Context: an optimization exercise on an open-source flow, tuned for small area. The choices shown serve that exercise and are no tape-out recipe. In this exercise RTL edits were held to simulation tests only and were not proved equivalent to the original. No activity file was given, so power comes from the tool's default toggle rates.

Design MazeRunner, start of the top module:
module MazeRunner(clk,RST_n,SS_n,MOSI,MISO,SCLK,PWMR,PWML,
                  DIRR,DIRL,IR_EN,BMPL_n,BMPR_n,buzz,
				  buzz_n,RX,LED);
Size: about 1,200 cells after synthesis, about 24 I/O pins, about 13,000 sq um of cells after synthesis.
==> flow/config.mk <==
export PLATFORM = sky130hd
export DESIGN_NAME = MazeRunner
export DESIGN_NICKNAME = MazeRunner
export VERILOG_FILES = /design/flow/design.v
export SDC_FILE = /design/flow/constraint.sdc
export NUM_CORES = 4
export LEC_CHECK = 0
export ABC_AREA = 1
export CAP_MARGIN = 10
export CORE_MARGIN = 2
export CORE_UTILIZATION = 55
export GPL_TIMING_DRIVEN = 0
export PLACE_DENSITY = 0.7
export SLEW_MARGIN = 10
==> flow/constraint.sdc <==
create_clock -name core_clock -period 10.0 [get_ports {clk}]
set_input_delay 2.0000 -clock core_clock [delete_from_list [all_inputs] [get_ports {clk}]]
set_output_delay 2.0000 -clock core_clock [all_outputs]
set_load 0.01 [all_outputs]
standard.sh (not shown) runs the stock make flow with config.mk's settings and CLKGATE_MAP_FILE= SYNTH_SCRIPT=/design/flow/synth_recipe.tcl, a recipe that flattens the netlist after the stock synthesis.
==> flow/flow/run.sh <==
#!/bin/bash
# Layout flow: the standard ORFS flow (standard.sh) with these changes:
#  - synthesis is the standard one except for its final ABC mapping, which uses an
#    area-oriented script (flow/abc_area.script); registers are not touched by ABC
#  - after synthesis, adder cells with an unused output are swapped for the smaller
#    cell of the same function on the used output (flow/shrink_adders.py)
#  - ports are buffered with sky130_fd_sc_hd__buf_1
#  - clock tree synthesis uses clusters of up to 30 sinks and inserts no dummy loads
# Every tool's output goes to a log in this folder (ORFS's own logs are under orfs/logs).
set -euo pipefail
W=$(pwd)
rm -rf "$W/scripts_area"
cp -r "$FLOW_HOME/scripts" "$W/scripts_area"
cp "$W/flow/abc_area.script" "$W/scripts_area/abc_area.script"
RES="$W/orfs/results/sky130hd/MazeRunner/base"
ARGS=(
  SCRIPTS_DIR="$W/scripts_area"
  SKIP_REPAIR_TIE_FANOUT=1
  "BUFFER_PORTS_ARGS=-buffer_cell sky130_fd_sc_hd__buf_1"
  "CTS_ARGS=-sink_clustering_enable -repair_clock_nets -sink_clustering_size 30 -sink_clustering_max_diameter 100 -buf_list sky130_fd_sc_hd__clkbuf_16 -dont_use_dummy_load"
)
bash standard.sh "${ARGS[@]}" "$RES/1_2_yosys.v" > synth_make.log 2>&1
cp "$RES/1_2_yosys.v" "$W/1_2_yosys_before_shrink.v.txt"
python3 "$W/flow/shrink_adders.py" "$RES/1_2_yosys.v" > shrink_adders.log 2>&1
python3 "$W/flow/fa_polarity.py" "$RES/1_2_yosys.v" > fa_polarity.log 2>&1
bash standard.sh "${ARGS[@]}" finish > flow_make.log 2>&1
Other scripts of this flow, unchanged in this note and not shown: flow/flow/abc_area.script, flow/flow/fa_polarity.py, flow/flow/shrink_adders.py
Next try:
- CORE_UTILIZATION: 55 -> 40
- GPL_TIMING_DRIVEN: 0 -> not set
- PLACE_DENSITY: 0.7 -> 0.6
What happened:
- wire length climbs by a few percent
- clock skew increases by 0.014 ns
- global-route usage goes down by 4.3 points
- fmax went up by a few percent
- cell area rose slightly
- setup slack is better by 0.25 ns
Next try:
- CORE_UTILIZATION: 40 -> 55
- PLACE_DENSITY: 0.6 -> 0.7
Sequential cell count does not change.
Via count rose by 1.3%.
Wire length came out lower by 2.7%.
Design area shrinks by 1.1%.
Critical path depth shrinks by 2.
Clock power shrinks by 4.1%.
Register-to-register slack is about the same.
Next try:
--- a/flow/flow/run.sh
+++ b/flow/flow/run.sh
@@ -19,3 +19,3 @@
   "BUFFER_PORTS_ARGS=-buffer_cell sky130_fd_sc_hd__buf_1"
-  "CTS_ARGS=-sink_clustering_enable -repair_clock_nets -sink_clustering_size 30 -sink_clustering_max_diameter 100 -buf_list sky130_fd_sc_hd__clkbuf_16 -dont_use_dummy_load"
+  "CTS_ARGS=-sink_clustering_enable -repair_clock_nets -sink_clustering_size 30 -sink_clustering_max_diameter 100 -buf_list {sky130_fd_sc_hd__clkbuf_4 sky130_fd_sc_hd__clkbuf_16} -sink_clustering_buffer sky130_fd_sc_hd__clkbuf_16 -root_buf sky130_fd_sc_hd__clkbuf_4 -tree_buf sky130_fd_sc_hd__clkbuf_4 -dont_use_dummy_load"
 )
The new run completed with no timing, DRC or antenna violations. Final area came out lower by 0.41%. Final cell count is unchanged. Die area stays the same. Power came out lower by 2.4%. Synthesized cell count stays the same. Setup slack gains 0.031 ns. Maximum frequency came out higher by 0.32%. Flip-flop and latch count is unchanged.

========
Another version of the RTL of MazeRunner (not shown whole).
Size in the first run: roughly 310 flip-flops, ~24 I/O pins, ~13,000 µm² of cells after synthesis.
// MazeRunner
module MazeRunner(clk,RST_n,SS_n,MOSI,MISO,SCLK,PWMR,PWML,
                  DIRR,DIRL,IR_EN,BMPL_n,BMPR_n,buzz,
				  buzz_n,RX,LED);
==> flow/config.mk <==
export PLATFORM = sky130hd
export DESIGN_NAME = MazeRunner
export DESIGN_NICKNAME = MazeRunner
export VERILOG_FILES = /design/flow/design.v
export SDC_FILE = /design/flow/constraint.sdc
export NUM_CORES = 4
export LEC_CHECK = 0
export ABC_AREA = 1
export CAP_MARGIN = 10
export CORE_MARGIN = 2
export CORE_UTILIZATION = 40
export PLACE_DENSITY = 0.6
export SLEW_MARGIN = 10
==> flow/constraint.sdc <==
create_clock -name core_clock -period 10.0 [get_ports {clk}]
set_input_delay 2.0000 -clock core_clock [delete_from_list [all_inputs] [get_ports {clk}]]
set_output_delay 2.0000 -clock core_clock [all_outputs]
set_load 0.01 [all_outputs]
==> flow/flow/run.sh <==
#!/bin/bash
# Layout flow: the standard ORFS flow, with these changes:
#  - synthesis: Yosys's synth skips its early "abc -fast" (-noabc), so the adders
#    written out in the RTL reach extract_fa intact, and the final ABC mapping uses
#    an area-oriented script (flow/abc_area.script). Registers are untouched by both.
#  - ports are buffered with sky130_fd_sc_hd__buf_1
#  - after synthesis, adder cells with an unused output are swapped for the smaller
#    cell of the same function on the used output (flow/shrink_adders.py)
#  - clock tree synthesis uses clusters of up to 30 sinks and inserts no dummy loads
set -euo pipefail
W=$(pwd)
rm -rf "$W/scripts_area"
cp -r "$FLOW_HOME/scripts" "$W/scripts_area"
cp "$W/flow/abc_area.script" "$W/scripts_area/abc_area.script"
sed 's/yosys synth -nofsm -noshare {\*}\$args/yosys synth -nofsm -noshare -noabc {*}$args/' \
  "$W/synth_recipe.tcl" > "$W/synth_recipe_noabc.tcl"
grep -q -- '-nofsm -noshare -noabc' "$W/synth_recipe_noabc.tcl"
RES="$W/orfs/results/sky130hd/MazeRunner/base"
ARGS=(
  SCRIPTS_DIR="$W/scripts_area"
  SYNTH_SCRIPT="$W/synth_recipe.tcl"
  "BUFFER_PORTS_ARGS=-buffer_cell sky130_fd_sc_hd__buf_1"
  "CTS_ARGS=-sink_clustering_enable -repair_clock_nets -sink_clustering_size 18 -sink_clustering_max_diameter 60 -buf_list {sky130_fd_sc_hd__clkbuf_8 sky130_fd_sc_hd__clkbuf_16} -dont_use_dummy_load"
)
bash standard.sh "${ARGS[@]}" "$RES/1_2_yosys.v" > synth_make.log 2>&1
cp "$RES/1_2_yosys.v" "$W/1_2_yosys_before_shrink.v.txt"
python3 "$W/flow/shrink_adders.py" "$RES/1_2_yosys.v" > shrink_adders.log 2>&1
bash standard.sh "${ARGS[@]}" finish > flow_make.log 2>&1
Other scripts of this flow, unchanged in this note and not shown: flow/flow/abc_area.script, flow/flow/shrink_adders.py
==> next run, changes <==
--- a/flow/flow/run.sh
+++ b/flow/flow/run.sh
@@ -21,5 +21,5 @@
   SYNTH_SCRIPT="$W/synth_recipe.tcl"
   "BUFFER_PORTS_ARGS=-buffer_cell sky130_fd_sc_hd__buf_1"
-  "CTS_ARGS=-sink_clustering_enable -repair_clock_nets -sink_clustering_size 18 -sink_clustering_max_diameter 60 -buf_list {sky130_fd_sc_hd__clkbuf_8 sky130_fd_sc_hd__clkbuf_16} -dont_use_dummy_load"
+  "CTS_ARGS=-sink_clustering_enable -repair_clock_nets -sink_clustering_size 30 -sink_clustering_max_diameter 100 -buf_list sky130_fd_sc_hd__clkbuf_16 -dont_use_dummy_load"
 )
 bash standard.sh "${ARGS[@]}" "$RES/1_2_yosys.v" > synth_make.log 2>&1
--- a/flow/config.mk
+++ b/flow/config.mk
@@ -9,5 +9,5 @@
 export CAP_MARGIN = 10
 export CORE_MARGIN = 2
-export CORE_UTILIZATION = 40
-export PLACE_DENSITY = 0.6
+export CORE_UTILIZATION = 55
+export PLACE_DENSITY = 0.7
 export SLEW_MARGIN = 10
After rerunning: Worst setup slack gains 53 ps; synthesized cell count is unchanged; synthesized area stays the same; via count is lower by 0.47%; core utilization is higher by 15 points.
==> next run, changes <==
--- a/flow/flow/run.sh
+++ b/flow/flow/run.sh
@@ -21,5 +21,5 @@
   SYNTH_SCRIPT="$W/synth_recipe.tcl"
   "BUFFER_PORTS_ARGS=-buffer_cell sky130_fd_sc_hd__buf_1"
-  "CTS_ARGS=-sink_clustering_enable -repair_clock_nets -sink_clustering_size 30 -sink_clustering_max_diameter 100 -buf_list sky130_fd_sc_hd__clkbuf_16 -dont_use_dummy_load"
+  "CTS_ARGS=-sink_clustering_enable -repair_clock_nets -sink_clustering_size 16 -sink_clustering_max_diameter 60 -buf_list sky130_fd_sc_hd__clkbuf_8 -dont_use_dummy_load"
 )
 bash standard.sh "${ARGS[@]}" "$RES/1_2_yosys.v" > synth_make.log 2>&1
--- a/flow/config.mk
+++ b/flow/config.mk
@@ -9,5 +9,5 @@
 export CAP_MARGIN = 10
 export CORE_MARGIN = 2
-export CORE_UTILIZATION = 55
-export PLACE_DENSITY = 0.7
+export CORE_UTILIZATION = 40
+export PLACE_DENSITY = 0.6
 export SLEW_MARGIN = 10
Outcome:
- The changed run completed without violations
- total power increases by 1.2%
- final area climbs by 1.7%
- count of clock-buffer cells in the layout rises by 15
- register-to-register slack loses 70 ps
- wire length went up by 3.2%
==> next run, changes <==
--- a/flow/flow/run.sh
+++ b/flow/flow/run.sh
@@ -21,5 +21,5 @@
   SYNTH_SCRIPT="$W/synth_recipe.tcl"
   "BUFFER_PORTS_ARGS=-buffer_cell sky130_fd_sc_hd__buf_1"
-  "CTS_ARGS=-sink_clustering_enable -repair_clock_nets -sink_clustering_size 16 -sink_clustering_max_diameter 60 -buf_list sky130_fd_sc_hd__clkbuf_8 -dont_use_dummy_load"
+  "CTS_ARGS=-sink_clustering_enable -repair_clock_nets -sink_clustering_size 30 -sink_clustering_max_diameter 100 -buf_list sky130_fd_sc_hd__clkbuf_16 -dont_use_dummy_load"
 )
 bash standard.sh "${ARGS[@]}" "$RES/1_2_yosys.v" > synth_make.log 2>&1
--- a/flow/config.mk
+++ b/flow/config.mk
@@ -7,7 +7,7 @@
 export LEC_CHECK = 0
 export ABC_AREA = 1
-export CAP_MARGIN = 10
+export CAP_MARGIN = 0
 export CORE_MARGIN = 2
 export CORE_UTILIZATION = 40
 export PLACE_DENSITY = 0.6
-export SLEW_MARGIN = 10
+export SLEW_MARGIN = 0
Result: The new run ran to the end with no violations; synthesized area does not change; total power is lower by 0.95%; final cell count shrinks by 0.87%; count of clock-buffer cells in the layout shrinks by 15; final area decreases by 0.32%; core utilization decreases by 0.14 points; non-clock buffer count stays the same; routed wire length drops by 0.89%.
==> next run, changes <==
--- a/flow/flow/run.sh
+++ b/flow/flow/run.sh
@@ -19,5 +19,5 @@
 ARGS=(
   SCRIPTS_DIR="$W/scripts_area"
-  SYNTH_SCRIPT="$W/synth_recipe.tcl"
+  SYNTH_SCRIPT="$W/synth_recipe_noabc.tcl"
   "BUFFER_PORTS_ARGS=-buffer_cell sky130_fd_sc_hd__buf_1"
   "CTS_ARGS=-sink_clustering_enable -repair_clock_nets -sink_clustering_size 30 -sink_clustering_max_diameter 100 -buf_list sky130_fd_sc_hd__clkbuf_16 -dont_use_dummy_load"
--- a/flow/config.mk
+++ b/flow/config.mk
@@ -7,7 +7,7 @@
 export LEC_CHECK = 0
 export ABC_AREA = 1
-export CAP_MARGIN = 0
+export CAP_MARGIN = 10
 export CORE_MARGIN = 2
 export CORE_UTILIZATION = 40
 export PLACE_DENSITY = 0.6
-export SLEW_MARGIN = 0
+export SLEW_MARGIN = 10
Outcome:
- cell count falls by 4.2%
- first-iteration DRC count rises by 4.2%
- non-clock buffer count rises by 15
- global-route usage is about the same
- maximum frequency falls by 0.95%
